What follows belongs to an exercise in optimizing a design on an open flow for small area, a short achievable clock period and few clock cycles; a production flow would make more cautious choices.
Where RTL was checked, it was by simulation tests only, not by an equivalence proof against the original.

Setup of the baseline:
Design geofence, start of the top module:
module geofence (clk, reset, X, Y, R, valid, is_inside);
    input clk;
    input reset;
    input [9:0] X;
    input [9:0] Y;
    input [10:0] R;
    output valid;
    output is_inside;
    localparam SORT = 5'd24;
    reg [4:0] cyc;
    reg valid_r;
    reg fb;                  
    reg [1:0] sj;            
    reg [2:0] si;            
    reg [1:0] sph;           
    assign valid = valid_r;
    wire bad;                
    wire sort_done = (cyc == SORT) && (sph == 2'd2) && (sj == 2'd3) && (si == 3'd4);
    reg [4:0] cn;            
    reg [4:0] cw;            
    reg fbn;
    reg [1:0] sjn, sphn;
    reg [2:0] sin;
    always @(*) begin
        if (cyc == 5'd22)
            cn = (fb || !bad) ? 5'd23 : SORT;
        else if (cyc == 5'd23)
            cn = 5'd0;
        else if (cyc == SORT)
            cn = sort_done ? 5'd7 : SORT;
        else
            cn = cyc + 5'd1;
        if (cyc == 5'd23)
            cw = 5'd0;
        else if (cyc == SORT)
            cw = sort_done ? 5'd7 : SORT;
        else
            cw = cyc + 5'd1;
        fbn = (cyc == 5'd22 && !fb && bad) ? 1'b1 : (cyc == 5'd23) ? 1'b0 : fb;
        sphn = 2'd3; sjn = 2'd0; sin = 3'd0;
        if (cyc == SORT) begin
            sphn = (sph == 2'd2) ? 2'd0 : sph + 2'd1;
            sjn = (sph == 2'd2) ? sj + 2'd1 : sj;
            sin = (sph == 2'd2 && sj == 2'd3) ? si + 3'd1 : si;
        end
    end
    always @(posedge clk or posedge reset) begin
        if (reset) begin
            cyc <= 5'd0;
            valid_r <= 1'b0;
            fb <= 1'b0;
            sj <= 2'd0;
            si <= 3'd0;
            sph <= 2'd0;
        end else begin
            valid_r <= (cyc == 5'd22) && (fb || !bad);
            cyc <= cn;
            fb <= fbn;
            sj <= sjn;
  ...
Size in the first run: ~6200 cells after synthesis, roughly 0.057 mm^2 of cells after synthesis.
Settings: LEC_CHECK=0, CAP_MARGIN=20, CORE_MARGIN=2, CORE_UTILIZATION=35, GPL_ROUTABILITY_DRIVEN=1, PLACE_DENSITY=0.5, SLEW_MARGIN=20; clock period 24.0 ns.
standard.sh (not shown) runs the stock make flow with config.mk's settings and CLKGATE_MAP_FILE= SYNTH_SCRIPT=/design/flow/synth_recipe.tcl, a recipe that flattens the netlist after the stock synthesis.
==> flow/flow/run.sh <==
#!/bin/bash
set -euo pipefail
export SETUP_SLACK_MARGIN=18
bash standard.sh > standard_flow.log 2>&1
The baseline: done, clean on timing, DRC and antenna
Input-level comparison between the candidate and the baseline:
--- a/flow/design.v
+++ b/flow/design.v
@@ -343,21 +343,21 @@
         end
     end
     reg [19:0] s2_d2; reg [9:0] s2_dx; reg [10:0] s2_h; reg [2:0] s2_ra, s2_rb; reg s2_dir;
     always @(posedge clk) begin
         s2_d2 <= s1_d2[19:0]; s2_dx <= s1_dx; s2_h <= s1_h; s2_ra <= s1_ra; s2_rb <= s1_rb; s2_dir <= s1_dir;
     end
     wire [12:0] c2_r; wire [9:0] c2_q;
-    nrsqrt #(0, 6) sqc0 (.r_in(13'd0), .q_in(10'd0), .rad(s2_d2), .r_out(c2_r), .q_out(c2_q));
+    nrsqrt #(0, 5) sqc0 (.r_in(13'd0), .q_in(10'd0), .rad(s2_d2), .r_out(c2_r), .q_out(c2_q));
     reg [12:0] s3_r; reg [9:0] s3_q; reg [19:0] s3_rad; reg [9:0] s3_dx; reg [10:0] s3_h; reg [2:0] s3_ra, s3_rb; reg s3_dir;
     always @(posedge clk) begin
         s3_r <= c2_r; s3_q <= c2_q; s3_rad <= s2_d2; s3_dx <= s2_dx; s3_h <= s2_h; s3_ra <= s2_ra; s3_rb <= s2_rb; s3_dir <= s2_dir;
     end
     wire [12:0] c3_r; wire [9:0] c3_q;
-    nrsqrt #(6, 8) sqc1 (.r_in(s3_r), .q_in(s3_q), .rad(s3_rad), .r_out(c3_r), .q_out(c3_q));
+    nrsqrt #(5, 8) sqc1 (.r_in(s3_r), .q_in(s3_q), .rad(s3_rad), .r_out(c3_r), .q_out(c3_q));
     reg [12:0] s4_r; reg [9:0] s4_q; reg [19:0] s4_rad; reg [2:0] s4_ra, s4_rb;
     always @(posedge clk) begin
         s4_r <= c3_r; s4_q <= c3_q; s4_rad <= s3_rad; s4_ra <= s3_ra; s4_rb <= s3_rb;
     end
     wire [12:0] c4_r; wire [9:0] c4_q;
     nrsqrt #(8, 10) sqc2 (.r_in(s4_r), .q_in(s4_q), .rad(s4_rad), .r_out(c4_r), .q_out(c4_q));
     wire [10:0] ra4 = rdr(s4_ra, rs, ks);
@@ -434,23 +434,23 @@
             p0rank <= ek[0];
             perm1 <= ek[1]; perm2 <= ek[2]; perm3 <= ek[3]; perm4 <= ek[4]; perm5 <= ek[5];
         end else begin
             perm1 <= q1n; perm2 <= q2n; perm3 <= q3n; perm4 <= q4n; perm5 <= q5n;
         end
     end
     wire [12:0] u7_r, v7_r; wire [9:0] u7_q, v7_q;
-    nrsqrt #(0, 6) squ0 (.r_in(13'd0), .q_in(10'd0), .rad(s7_u), .r_out(u7_r), .q_out(u7_q));
-    nrsqrt #(0, 6) sqv0 (.r_in(13'd0), .q_in(10'd0), .rad(s7_v), .r_out(v7_r), .q_out(v7_q));
+    nrsqrt #(0, 5) squ0 (.r_in(13'd0), .q_in(10'd0), .rad(s7_u), .r_out(u7_r), .q_out(u7_q));
+    nrsqrt #(0, 5) sqv0 (.r_in(13'd0), .q_in(10'd0), .rad(s7_v), .r_out(v7_r), .q_out(v7_q));
     reg [12:0] s8_ur, s8_vr; reg [9:0] s8_uq, s8_vq; reg [19:0] s8_u, s8_v;
     always @(posedge clk) begin
         s8_ur <= u7_r; s8_vr <= v7_r; s8_uq <= u7_q; s8_vq <= v7_q; s8_u <= s7_u; s8_v <= s7_v;
     end
     wire [12:0] u8_r, v8_r; wire [9:0] u8_q, v8_q;
-    nrsqrt #(6, 8) squ1 (.r_in(s8_ur), .q_in(s8_uq), .rad(s8_u), .r_out(u8_r), .q_out(u8_q));
-    nrsqrt #(6, 8) sqv1 (.r_in(s8_vr), .q_in(s8_vq), .rad(s8_v), .r_out(v8_r), .q_out(v8_q));
+    nrsqrt #(5, 8) squ1 (.r_in(s8_ur), .q_in(s8_uq), .rad(s8_u), .r_out(u8_r), .q_out(u8_q));
+    nrsqrt #(5, 8) sqv1 (.r_in(s8_vr), .q_in(s8_vq), .rad(s8_v), .r_out(v8_r), .q_out(v8_q));
     reg [12:0] s9_ur, s9_vr; reg [9:0] s9_uq, s9_vq; reg [19:0] s9_u, s9_v;
     always @(posedge clk) begin
         s9_ur <= u8_r; s9_vr <= v8_r; s9_uq <= u8_q; s9_vq <= v8_q; s9_u <= s8_u; s9_v <= s8_v;
     end
     wire [12:0] u9_r, v9_r; wire [9:0] u9_q, v9_q;
     nrsqrt #(8, 10) squ2 (.r_in(s9_ur), .q_in(s9_uq), .rad(s9_u), .r_out(u9_r), .q_out(u9_q));
     nrsqrt #(8, 10) sqv2 (.r_in(s9_vr), .q_in(s9_vq), .rad(s9_v), .r_out(v9_r), .q_out(v9_q));
Results
Re global-route usage: the baseline was higher than the candidate.
The candidate improves on the baseline in worst setup slack after layout.
In the candidate the final-layout clock buffer total turned out about 7% lower than in the baseline.
Of the two values seen for end point of the critical path, f2 was produced by the baseline and flast by the candidate.
The run with more routed wire is the baseline, not the candidate.
[the candidate] fraction of met3 tracks used by global routing fell 1.1 points relative to the baseline
Delta (the candidate minus the baseline): non-filler instance count after layout increased 0.53%; cell count after synthesis essentially unchanged; global-route wire length before repair decreased 3500 um.
Minimum clock period: lower on the candidate
Between the baseline and the candidate, the area share of and/or/nand/nor cells after synthesis does not differ in any meaningful way.
Going from the baseline to the candidate, final area now sits at about the same level; synthesized-area fraction occupied by xor and xnor cells now sits higher; core occupancy in the finished layout now sits at about the same level.
Testbench counts of the candidate, summed over its fixed seeds: cycles 39,324.
No functional check of the RTL was part of the baseline.

==> re-timing with driven ports <==
No port has a modelled driver above. Below, the same layouts with a new extraction and two added sets of constraints. Step 1 assumes that a clkbuf_16 drives the clock port and a buf_2 every other input. Step 2, shift: input delay + t, output delay - t, t = (earliest + latest rising clock arrival at the registers) / 2. This alone moves slack from input paths to output paths. a / b / c = ideal ports / drivers / drivers and shift; a / b = the first two.
run	t (ns)	slack for setup (ns)	hold WS [ns]	worst data-port slew with drivers (ns)	cell pins on the clock port's net
the baseline	0.766	17.143 / 17.143 / 17.143	0.324 / 0.324 / 0.324	0.19	1
the candidate	0.758	17.591 / 17.591 / 17.211	0.295 / 0.295 / 0.295	0.17	1
After both steps setup and hold are still met in every run listed. The setup slack of the candidate, which loses most, moves by 0.000 ns with the drivers and by -0.380 ns with both steps.
